From an optimization exercise on the open Yosys and OpenROAD flow, aimed at small area, a short achievable clock period and few clock cycles; shortcuts taken in it are not production practice. Only simulation tests tie the RTL to the original design; equivalence was not proved. Power is estimated from default activity; no workload was simulated.

File: flow/config.mk
export PLATFORM = sky130hd
export DESIGN_NAME = mips
export DESIGN_NICKNAME = mips
export VERILOG_FILES = /design/flow/design.v
export SDC_FILE = /design/flow/constraint.sdc
export NUM_CORES = 8
export LEC_CHECK = 0
export CAP_MARGIN = 20
export CORE_MARGIN = 2
export CORE_UTILIZATION = 40
export SLEW_MARGIN = 20
File: flow/constraint.sdc
create_clock -name core_clock -period 10.0 [get_ports {clk}]
set_input_delay 2.0000 -clock core_clock [delete_from_list [all_inputs] [get_ports {clk}]]
set_output_delay 2.0000 -clock core_clock [all_outputs]
set_load 0.01 [all_outputs]
File: flow/design.v
module register #(
    parameter NUM_OF_BITS
) (
    input wire clk_i,
    input wire rst_ni,
    input wire clear_i,
    input wire ld_i,
    input wire [NUM_OF_BITS - 1 : 0] reg_di, 
    output reg [NUM_OF_BITS - 1 : 0] reg_qo
);
    always @(posedge clk_i , negedge rst_ni) begin
        if (!rst_ni)
            reg_qo <= 0;
        else if (clear_i)
            reg_qo <= 0;
        else if (ld_i)
            reg_qo <= reg_di;
    end
endmodule
module mux3_to_1 #(parameter num_bit)(input [num_bit-1:0]data1,data2,data3, input [1:0]sel,output [num_bit-1:0]out);
	assign out=~sel[1] ? (sel[0] ? data2 : data1 ) : data3;	
endmodule
module mux2_to_1 #(parameter num_bit)(input [num_bit-1:0]data1,data2, input sel,output [num_bit-1:0]out);
	assign out=~sel?data1:data2;
endmodule
module sign_extension(input [15:0]primary,input signed_imm, output [31:0] extended);
	assign extended=(signed_imm)?{{16{primary[15]}},primary}:{16'b0,primary};
endmodule
module shl2 #(parameter num_bit)(input [num_bit-1:0]adr, output [num_bit-1:0]sh_adr);
	assign sh_adr=adr<<2;
endmodule
module alu(input [31:0]data1,data2, input [3:0]alu_op,input [4:0]shamt,input signed_imm, output reg[31:0]alu_result, output zero_flag);
	always@(*) begin
		alu_result=32'b0;
		case (alu_op)
			4'b0000: 	alu_result=data1 & data2;
			4'b0001:	alu_result=data1 | data2;
			4'b0010:	alu_result=data1 + data2;
			4'b0011:	alu_result=data1 - data2;
			4'b0110: 	alu_result=data1 ^ data2;
			4'b0111: 	alu_result={data2[15:0],16'b0};
			4'b0101:    alu_result=~(data1 | data2);
			4'b1000:	alu_result=data2 << shamt;
			4'b1001:	alu_result=data2 >> shamt;
			4'b1010:	alu_result=$signed(data2) >>> shamt;
			4'b1011:	alu_result=data2 << data1[4:0];
			4'b1100:	alu_result=data2 >> data1[4:0];
			4'b1101:	alu_result=$signed(data2) >>> data1[4:0];
			4'b0100: begin
				alu_result= (data1 - data2);
				alu_result= alu_result[31] ? 32'b1:32'b0;
			end
		endcase
	end
	assign zero_flag=(alu_result==32'b0) ? 1'b1:1'b0;
endmodule
module adder(input clk,input [31:0] data1,data2, output [31:0]sum);
	wire co;
	assign {co,sum}=data1+data2;
endmodule
module reg_file(input clk,rst,RegWrite,input [4:0] read_reg1,read_reg2,write_reg,input [31:0]write_data,
		output [31:0]read_data1,read_data2);
	reg [31:0] register[0:31];
	integer i;
	always@(negedge clk, posedge rst) begin
		if(rst) begin
			for(i=0;i<32;i=i+1) register[i]<=32'b0;
		end
		else begin
			if(RegWrite && write_reg != 5'd0) register[write_reg]<=write_data;
		end
	end
	assign read_data1=register[read_reg1];
	assign read_data2=register[read_reg2];
endmodule
module pc(input clk, input rst, input ld_en_i, input [31:0]in,output reg[31:0]out);
	always @(posedge clk, posedge rst) begin
		if(rst) 
			out <= 32'b0;
		else if (ld_en_i)
			out <= in;
	end
endmodule
module controller(
	input      [5:0] opcode,
	input      [5:0] func,
	output reg RegDst,
	output reg DataC,
	output reg RegWrite,
	output reg Branch,
	output reg MemRead,
	output reg MemWrite,
	output reg [1:0] PCSrc_o,
	output reg [3:0] AluOperation,
	output reg imm_en_o,
	output reg signed_imm
	);
	always@(opcode,func) begin
		    {signed_imm, imm_en_o, RegDst,PCSrc_o,DataC,RegWrite,Branch,MemRead,MemWrite,AluOperation}=0;
			case(opcode) 
			6'b001011: begin
                RegDst = 1;	 
				RegWrite=1;
				AluOperation=4'b0100;
				imm_en_o = 1;
            end
            6'b001100: begin
				RegDst = 1;  
                RegWrite = 1;
                imm_en_o = 1;
                AluOperation = 4'b0000; 
            end
            6'b001101: begin
				RegDst = 1;  
                RegWrite = 1;
                imm_en_o = 1;
                AluOperation = 4'b0001; 
            end
            6'b001110: begin
				RegDst = 1;  
                RegWrite = 1;
                imm_en_o = 1;
                AluOperation = 4'b0110; 
            end
            6'b001111: begin
				RegDst = 1;  
                RegWrite = 1;
                imm_en_o = 1;
                AluOperation = 4'b0111;  
            end
            6'b000101: begin
                AluOperation=4'b0011;
				Branch=1;
				signed_imm=1;
            end
			6'b000000: begin
				RegDst=1'b0;  
				RegWrite=1;
				case (func)
				6'b100010: AluOperation = 4'b0011;  
				6'b101010: AluOperation = 4'b0100;  
				6'b100000: AluOperation = 4'b0010;  
				6'b100001: AluOperation = 4'b0010;  
				6'b100011: AluOperation = 4'b0011;  
				6'b101011: AluOperation = 4'b0100;  
				6'b100100: AluOperation = 4'b0000;  
				6'b100101: AluOperation = 4'b0001;  
				6'b100110: AluOperation = 4'b0110;  
				6'b100111: AluOperation = 4'b0101;  
				6'b000000: AluOperation = 4'b1000;  
				6'b000010: AluOperation = 4'b1001;  
				6'b000011: AluOperation = 4'b1010;  
				6'b000100: AluOperation = 4'b1011;  
				6'b000110: AluOperation = 4'b1100;  
				6'b000111: AluOperation = 4'b1101;  
				6'b001000: PCSrc_o = 2'b10;		    
				6'b001001: begin				    
					PCSrc_o = 2'b10;
					DataC=1;
					RegWrite=1;
				end	
				endcase
			 end
			6'b001000: begin
				signed_imm=1;
				RegWrite=1;
				RegDst = 1;  
				AluOperation=4'b0010;
				imm_en_o = 1;
			 end
			6'b001001: begin
				RegDst = 1;	 
				RegWrite=1;
				AluOperation=4'b0010;
				imm_en_o = 1;
			 end
			6'b001010: begin
				signed_imm=1;
				RegDst = 1;	 
				RegWrite=1;
				AluOperation=4'b0100;
				imm_en_o = 1;
			 end
			6'b100011: begin
				signed_imm=1;
				RegWrite=1;
				RegDst = 1;	 
				AluOperation=4'b0010;
				MemRead=1;
				imm_en_o = 1;
			 end
			6'b101011: begin
				AluOperation=4'b0010;
				MemWrite=1;
				imm_en_o=1;
				signed_imm=1;
			 end
			6'b000100: begin
				AluOperation=4'b0011;
				Branch=1;
				signed_imm=1;
			 end
			6'b000010: begin
				PCSrc_o = 2'b01;
			 end
			6'b000011: begin
				RegDst=2'b10;
				DataC=1;
				RegWrite=1;
				PCSrc_o = 2'b01;
			 end
			endcase
	end
endmodule
module mips_stall_controller (
    input wire [4:0] rs_i,
    input wire [4:0] rt_i,
    input wire MemRead_EX_i,
    input wire MemRead_MEM_i,
    input wire [4:0] write_reg_EX_i,
    input wire [4:0] write_reg_MEM_i,
    input wire RegWrite_EX_i,
    input wire RegWrite_MEM_i,
    output reg stall_o,
    output reg [1:0] Asrc_o,
    output reg [1:0] Bsrc_o
);
    always @(*) begin
        stall_o = 0;
        if (write_reg_EX_i != 0)
            if (MemRead_EX_i & 
                ((write_reg_EX_i == rs_i) | (write_reg_EX_i == rt_i)))  
                stall_o = 1'b1;
    end
    always @(*) begin
        Asrc_o = 0;
        Bsrc_o = 0;
        if ( (write_reg_EX_i != 0) & (write_reg_EX_i == rs_i) & RegWrite_EX_i)
            Asrc_o = 01;
        else if ( (write_reg_MEM_i != 0) & (write_reg_MEM_i == rs_i) & RegWrite_MEM_i)
            Asrc_o = 10;
        if ((write_reg_EX_i != 0) & (write_reg_EX_i == rt_i) & RegWrite_EX_i)
            Bsrc_o = 01;
        else if ((write_reg_MEM_i != 0) & (write_reg_MEM_i == rt_i) & RegWrite_MEM_i)
            Bsrc_o = 10;
    end
endmodule
`timescale 1ns/1ns
module mips(
	input wire clk,
	input wire rst,
	output wire [31:0] INST_ADDR,
	input wire [31:0] INST_DATA,
	output wire [31:0] DMEM_ADDR,
	output wire DMEM_WE,
	output wire [31:0] DMEM_WDATA,
	input wire [31:0] DMEM_RDATA
	);
	wire MemRead_ID_ctrl, MemRead_ID, MemRead_EX , MemRead_MEM; 
	wire MemWrite_ID_ctrl, MemWrite_ID, MemWrite_EX , MemWrite_MEM;
	wire RegWrite_ID_ctrl, RegWrite_ID, RegWrite_EX, RegWrite_MEM, RegWrite_WB;
	wire [31:0] write_data_reg_MEM, write_data_reg_WB;
	wire [31:0] alu_result_EX, alu_result_MEM;
	wire [31:0] instruction_instmem, instruction_IF, instruction_ID,instruction_EX;
	wire [4:0] 	write_reg_EX, write_reg_MEM, write_reg_WB;
	wire [31:0] read_data1_reg_ID, read_data1_EX, read_data1_ID;
	wire [31:0] read_data_rt_ID, read_data2_ID, read_data2_EX;  
	wire [31:0] read_data2_reg_ID, read_data2_reg_EX, read_data2_reg_MEM;
	wire [31:0] imm_extended_ID, imm_extended_EX;
	wire imm_en;
	wire [4:0] write_reg;
	wire [31:0] write_data;
	wire DataC_ID_ctrl, DataC_ID, DataC_EX, DataC_MEM, DataC_WB;
	wire signed_imm_ID,signed_imm_EX;
	wire write_reg_sel_ID, write_reg_sel_EX;
	wire [31:0] read_data_mem;
	wire [3:0] AluOperation_ID, AluOperation_EX;
	wire [31:0] in_pc, pc_IF, pc_ID;
	wire [31:0] pc4_IF, pc4_ID, pc4_EX, pc4_MEM, pc4_WB;
	wire [4:0] rd_ID, rd_EX, rt_ID, rt_EX, rs_ID;
	wire [1:0] PCSrc_ID_ctrl, PCSrc_ID;
	wire Branch_ID_ctrl, Branch_ID, Branch_EX;
	wire zero_EX;
	wire stall;
	wire [1:0] Asrc, Bsrc;
	wire flush_branch, flush_jmp;
	assign flush_branch = (instruction_EX[31:26]==6'b000100 && zero_EX && Branch_EX) | 
				(instruction_EX[31:26]== 6'b000101 && (~zero_EX) && Branch_EX) ;
	assign flush_jmp = (PCSrc_ID == 2'b01) | (PCSrc_ID == 2'b10);
	mips_stall_controller stall_controller(
		.rs_i(rs_ID),
		.rt_i(rt_ID),
		.MemRead_EX_i(MemRead_EX),
		.MemRead_MEM_i(MemRead_MEM),
		.write_reg_EX_i(write_reg_EX),
		.write_reg_MEM_i(write_reg_MEM),
		.RegWrite_EX_i(RegWrite_EX),
		.RegWrite_MEM_i(RegWrite_MEM),
		.stall_o(stall),
		.Asrc_o(Asrc),
		.Bsrc_o(Bsrc)
	);
	pc PC(.clk(clk),.rst(rst),.ld_en_i(~stall), .in(in_pc),.out(pc_IF));
	adder adder_of_pc(.clk(clk),.data1(pc_IF),.data2(32'd4),.sum(pc4_IF));
	assign INST_ADDR = pc_IF;
	assign instruction_IF = INST_DATA;
	assign in_pc = (instruction_EX[31:26]==6'b000100 && zero_EX && Branch_EX) ?  (pc_ID + (imm_extended_EX << 2)) :  
				(instruction_EX[31:26]== 6'b000101 && (~zero_EX) && Branch_EX) ?  (pc_ID + (imm_extended_EX << 2)) :  
				(PCSrc_ID == 2'b00) ?  pc4_IF:
				(PCSrc_ID == 2'b01) ?  {pc_IF[31:28], instruction_ID[25:0] ,2'b00} :
				(PCSrc_ID == 2'b10) ?  read_data1_ID : 32'd0; 
	assign rs_ID = instruction_ID[25:21];
	assign rt_ID = instruction_ID[20:16];
	assign rd_ID = instruction_ID[15:11];
	register #(96) IF_ID_preg(
		.clk_i (clk),
		.rst_ni(~rst),
		.clear_i(flush_branch | flush_jmp),
		.ld_i(~stall),
		.reg_di({pc_IF, pc4_IF, instruction_IF}),
		.reg_qo({pc_ID, pc4_ID, instruction_ID})
	);
	controller CU(
		.opcode(instruction_ID[31:26]),
		.func(instruction_ID[5:0]),
		.RegDst(write_reg_sel_ID),
		.PCSrc_o(PCSrc_ID_ctrl),
		.DataC(DataC_ID_ctrl),
		.RegWrite(RegWrite_ID_ctrl),
		.Branch(Branch_ID_ctrl),
		.MemRead(MemRead_ID_ctrl),
		.MemWrite(MemWrite_ID_ctrl),
		.AluOperation(AluOperation_ID),
		.imm_en_o(imm_en),
		.signed_imm(signed_imm_ID)
		);
	assign {RegWrite_ID, Branch_ID, MemRead_ID, MemWrite_ID, DataC_ID, PCSrc_ID} = stall | flush_branch ? 0 :
					 {RegWrite_ID_ctrl, Branch_ID_ctrl, MemRead_ID_ctrl, MemWrite_ID_ctrl, DataC_ID_ctrl, PCSrc_ID_ctrl};
	reg_file RegFile(.clk(clk), .rst(rst), .RegWrite(RegWrite_WB),.read_reg1(rs_ID),
					.read_reg2(rt_ID), .write_reg(write_reg),.write_data(write_data),
					.read_data1(read_data1_reg_ID),.read_data2(read_data2_reg_ID));
	sign_extension sign_ext(.primary(instruction_ID[15:0]),.signed_imm(signed_imm_ID),.extended(imm_extended_ID));
	wire [31:0] fwd_EX, fwd_MEM;
	assign fwd_EX = DataC_EX ? pc4_EX : alu_result_EX;
	assign fwd_MEM = DataC_MEM ? pc4_MEM : write_data_reg_MEM;
	assign read_data1_ID = Asrc == 2'b00 ? read_data1_reg_ID :
						Asrc == 2'b01 ? 	fwd_EX	:
						Asrc == 2'b10 ? 	fwd_MEM : 32'b0;
	assign read_data_rt_ID = Bsrc == 2'b00 ? read_data2_reg_ID :
						Bsrc == 2'b01 ? 	fwd_EX	:
						Bsrc == 2'b10 ? 	fwd_MEM : 32'b0;
	mux2_to_1 #(32) read_data2_mux (.data1(read_data_rt_ID),.data2(imm_extended_ID),.sel(imm_en),.out(read_data2_ID));
	mux2_to_1 #(5) writereg_mux (.data1(write_reg_WB),.data2(5'd31),.sel(DataC_WB),.out(write_reg));
	mux2_to_1 #(32) writedata_mux (.data1(write_data_reg_WB),.data2(pc4_WB),.sel(DataC_WB),.out(write_data));
	register #(213) ID_EX_preg(
		.clk_i (clk),
		.rst_ni(~rst),
		.clear_i(1'b0),
		.ld_i(1'b1),
		.reg_di({pc4_ID, instruction_ID, Branch_ID, imm_extended_ID, write_reg_sel_ID, MemWrite_ID, MemRead_ID, 
				AluOperation_ID, RegWrite_ID, rd_ID, rt_ID, read_data1_ID, read_data2_ID, read_data_rt_ID,signed_imm_ID
				,DataC_ID}),
		.reg_qo({pc4_EX,instruction_EX,Branch_EX, imm_extended_EX, write_reg_sel_EX, MemWrite_EX, MemRead_EX, 
				AluOperation_EX, RegWrite_EX, rd_EX, rt_EX, read_data1_EX, read_data2_EX, read_data2_reg_EX,signed_imm_EX
				,DataC_EX})
	);
	alu ALU(
		.data1(read_data1_EX),
		.data2(read_data2_EX),
		.alu_op(AluOperation_EX),
		.alu_result(alu_result_EX),
		.zero_flag(zero_EX),
		.shamt(instruction_EX[10:6]),
		.signed_imm(signed_imm_EX)
		);
	wire [4:0] write_reg_rd_rt_EX;
	mux2_to_1 #(5) write_reg_mux (.data1(rd_EX),.data2(rt_EX),.sel(write_reg_sel_EX),.out(write_reg_rd_rt_EX));
	assign write_reg_EX = DataC_EX ? 5'd31 : write_reg_rd_rt_EX;
	register #(105) EX_MEM_preg(
		.clk_i (clk),
		.rst_ni(~rst),
		.clear_i(1'b0),
		.ld_i(1'b1),
		.reg_di({pc4_EX, MemWrite_EX, MemRead_EX, RegWrite_EX, write_reg_EX,
				 read_data2_reg_EX, alu_result_EX, DataC_EX}),
		.reg_qo({pc4_MEM,MemWrite_MEM, MemRead_MEM, RegWrite_MEM, write_reg_MEM,
				 read_data2_reg_MEM, alu_result_MEM,DataC_MEM})
	);
	assign DMEM_ADDR = alu_result_MEM;
	assign DMEM_WE = MemWrite_MEM;
	assign DMEM_WDATA = read_data2_reg_MEM;
	assign read_data_mem = MemRead_MEM ? DMEM_RDATA : 32'b0;
	mux2_to_1 #(32) write_data_reg_mux (.data1(alu_result_MEM),.data2(read_data_mem),
			.sel(MemRead_MEM),.out(write_data_reg_MEM)
			);
	register #(71) MEM_WB_preg(
		.clk_i (clk),
		.rst_ni(~rst),
		.clear_i(1'b0),
		.ld_i(1'b1),
		.reg_di({pc4_MEM,RegWrite_MEM, write_reg_MEM, write_data_reg_MEM,DataC_MEM}),
		.reg_qo({pc4_WB,RegWrite_WB, write_reg_WB, write_data_reg_WB,DataC_WB})
	);
endmodule
File: flow/run.sh
#!/bin/bash
# synth_recipe.tcl (not shown) runs the flow's synth.tcl, then flattens the netlist and writes it again
# the make line also repeats each setting of config.mk as NAME=value (left out here)
make -C /OpenROAD-flow-scripts/flow DESIGN_CONFIG=/design/flow/config.mk WORK_HOME=/design/flow/orfs CLKGATE_MAP_FILE= SYNTH_SCRIPT=/design/flow/synth_recipe.tcl finish
==> flow_metrics.py <==
metrics = {
    "worst_hold_path": {
        "min_to": "EX_MEM_preg.reg_qo[49]",
        "hold_path_class": "reg -> reg",
        "whs_path_depth": 0,
        "min-delay-start": "ID_EX_preg.reg_qo[18]",
    },
    "sta": {
        "worst_slew_pin_slew_ps": 1400,
        "fin_ws_ps": 635,
        "fin_crit_sh": 0.936,
        "finalHoldViolCount": 0,
        "relSlewSlack": 0.0654,
        "final_max_slew_viol_count": 0,
        "period_needed_ps": 9360,
        "rsz0062_at_grt": "false",
        "finalClockSkew_ps": 114,
        "finalSetupTns_ps": 0,
        "fmax_ghz": 0.107,
        "setup_viol": 0,
    },
    "flow_run": {
        "drv_cap": 0,
    },
    "pwr": {
        "seqPwrFrac": 0.417,
        "power_switching_mw": 7.90,
        "intPower_mw": 12.7,
        "leakage_nw": 38.4,
        "power.density_mw_per_mm2": 228,
        "vdd_drop_max_mv": 0.217,
        "total_power_mw": 20.6,
        "switching_share": 0.383,
        "clkPwrFrac": 0.302,
        "pwr-share-comb": 0.281,
    },
    "cts": {
        "clkLatencyLatePin_ps": 840,
        "cts.htree.levels": 4,
        "cts_resized": 0,
        "clk_pin_slew_worst_paths_ps": 60,
        "postCtsHoldBufs": 0,
        "numCtsBuffers": 160,
        "post_cts_buffers": 0,
        "cts_tree": "built",
        "clockBufferDepth": 3,
        "clkSinkCount": 1492,
        "root_buffer": "clkbuf_16",
    },
    "cells_and_area": {
        "layout_common_cells": "dfrtn_1, nand2_1, a21oi_1",
        "nets": 8756,
        "drive_gt1_frac": 0.104,
        "postLayoutCellArea_mm2": 0.0906,
        "syn_to_final_growth_pct": 13.3,
        "final_cells": 11352,
        "final_common_cell": "dfrtn_1",
        "fillers": 19067,
    },
    "floorplanning": {
        "fp.coreArea_mm2": 0.199,
        "io_pins": 163,
        "dieArea_mm2": 0.203,
        "die_w_um": 451,
        "die_y_um": 451,
        "initial_core_util": 0.401,
        "std_cell_rows": 164,
    },
    "drt": {
        "drc": 0,
        "routed_wl_um": 441000,
        "vias": 79910,
        "wire_per_inst_um": 38.9,
        "drt_pass1_iterations": 13,
        "drt_iter0_drc": 13788,
        "viasPerCell": 7.04,
        "drtAntennaViolNets": 0,
    },
    "place": {
        "place.gp.congestion": 1.10,
        "dp.cells": 11043,
        "placed_area_mm2": 0.0851,
        "hpwl_um": 283000,
        "portBuffers": 162,
        "pre_cts_ws_ps": 968,
    },
    "yosys": {
        "synth_top_area_cell": "dfrtn_1",
        "syn_nets": 8976,
        "synth-edff-count": 0,
        "syn_inst": 8769,
        "yosysUniqueCellTypes": 92,
        "synth_top_cell_area_share": 0.321,
        "ys_dominant_reg_cell": "dfrtn_1",
        "yosysSeqAreaShare": 0.467,
        "netlist_area_mm2": 0.0799,
        "ys_ff_latch": 1492,
        "postSynth.asyncResetShare": 1.00,
        "syn_avg_cell_area_um2": 9.11,
        "synthTopCellsByArea": "dfrtn_1, dfrtp_1, a21oi_1, nand2_1, nor2_1",
        "yosys_warnings": 10,
    },
    "global_route": {
        "grt_start_max_net_pins": 162,
        "grtUsageMet1": 0.509,
        "grt_overflow": 0,
        "grtUsageMet3": 0.163,
        "grt-busiest-layer": "met2",
        "gr-usage-all-layers": 0.421,
        "grtUsageMet2": 0.599,
        "antenna_found_initial": 28,
        "first_global_vias": 75380,
        "grt_first_pass_wirelength_um": 605000,
    },
    "status": {
        "status": "finished clean",
    },
    "setup_path": {
        "crit_type": "reg -> reg",
        "reg2reg_to": "PC.out[12]",
        "r2r_slack_ps": 640,
        "cp-start-kind": "flip-flop",
        "r2r-start": "ID_EX_preg.reg_qo[112]",
        "cp_max_fo": 23,
        "rr_worst_depth": 24,
        "end_kind": "flip-flop",
        "setup.worst_path.start": "ID_EX_preg.reg_qo[112]",
        "critical_path_arrival_ps": 10110,
        "worstPathRequired_ps": 10750,
    },
}
-- power by group through the flow --
stage | Clock [mW] | Sequential (mW) | Combinational (mW)
floorplan | 0 | 8.12 | 3.35
global placement | 0 | 8.62 | 5.50
detailed placement | 0 | 8.63 | 5.53
CTS | 6.23 | 8.55 | 5.55
global route | 6.48 | 8.71 | 6.07
finish | 6.23 | 8.61 | 5.81
-- through the flow --
stage,util,hold slack [ps]
after floorplan,-,331
after global placement,0.427,334
after detailed placement,0.427,336
after CTS,0.454,348
after global routing,0.454,356
final,0.455,339
-- cells in the mapped netlist, drive strengths merged, types with 17 or more instances --
library cell	instances
dfrtn	1024
nand2	988
a21oi	900
nor2	867
clkbuf	715
o21ai	638
dfrtp	468
a22oi	381
a221oi	362
a22o	330
mux2i	248
buf	175
nand4	149
nand3	139
ha	138
a211oi	125
inv	125
mux2	87
xnor2	86
nor3	76
o32ai	76
o22ai	55
nand2b	50
xor2	35
nor2b	34
a2111oi	33
a31oi	33
o211ai	33
a21o	29
nor4	26
a211o	22
and3	22
or3	20
or2	18
and2	17
-- sequential cells by signal (all words and copies together) (netlist names) --
name                count
MEM_WB_preg.reg_qo     71
EX_MEM_preg.reg_qo    105
RegFile.register     1024
ID_EX_preg.reg_qo     166
IF_ID_preg.reg_qo      94
PC.out                 32
-- routing by layer --
| metal | part of all wire | wire length (um) |
|---|---|---|
| met3 | 0.14 | 62000 |
| met4 | 0.10 | 44000 |
| met2 | 0.41 | 181000 |
| met1 | 0.35 | 154000 |
| met5 | 0.0013 | 588 |
-- critical path, cell delays in order, from the launching register on --
cell and delay, ps:
dfrtp_1 850, and4b_1 850, mux2i_4 600, buf_4 440, nor3_1 250, nand3_1 260, and4_1 440, o2111a_1 240
nand4_1 640, or4_1 740, nor4_1 330, buf_4 220, nand4_1 70, nor4_1 440, nand4b_1 440, mux2i_4 350
nand2b_1 180, or3_1 430, ha_1 260, nor2b_1 220, and2_0 210, buf_4 230, a21oi_1 100, mux2_1 300
a21oi_1 140
-- cells by family (layout without fill, tap and decap cells) --
kind of cell / after synthesis / after routing / synth area share
compound gates: 3182 / 3182 / 0.265
xor+xnor: 121 / 121 / 0.0133
fa+ha+maj: 141 / 141 / 0.0224
buf+inv: 1016 / 923 / 0.0524
flops: 1492 / 1492 / 0.467
mux: 342 / 342 / 0.0455
other cells: 0 / 20 / 0
simple gates: 2475 / 2475 / 0.134
-- worst max-delay path by stage --
stage | to | slack, ps | cells after the start
6_report | PC.out[12] | 640 | 24
5_1_grt | PC.out[12] | 480 | 24
4_1_cts | PC.out[12] | 880 | 24
3_5_place_dp | PC.out[12] | 970 | 24
3_3_place_gp | PC.out[12] | 980 | 24
2_1_floorplan | RegFile.register[0][0] | -17140 | 1
-- layout make-up --
cell class / count / area (um^2) / area share
tap: 2656 / 3320 / 0.0367
inverter: 126 / 477 / 0.00526
clock buffer: 239 / 4820 / 0.0532
timing repair buffer: 508 / 4550 / 0.0503
sequential: 1492 / 37300 / 0.412
multi-input combinational: 6261 / 39500 / 0.436
clock inverter: 50 / 562 / 0.00620
antenna: 20 / 50.0 / 0.000553
Testbench counts, summed over its fixed seeds: cycles 90,895.
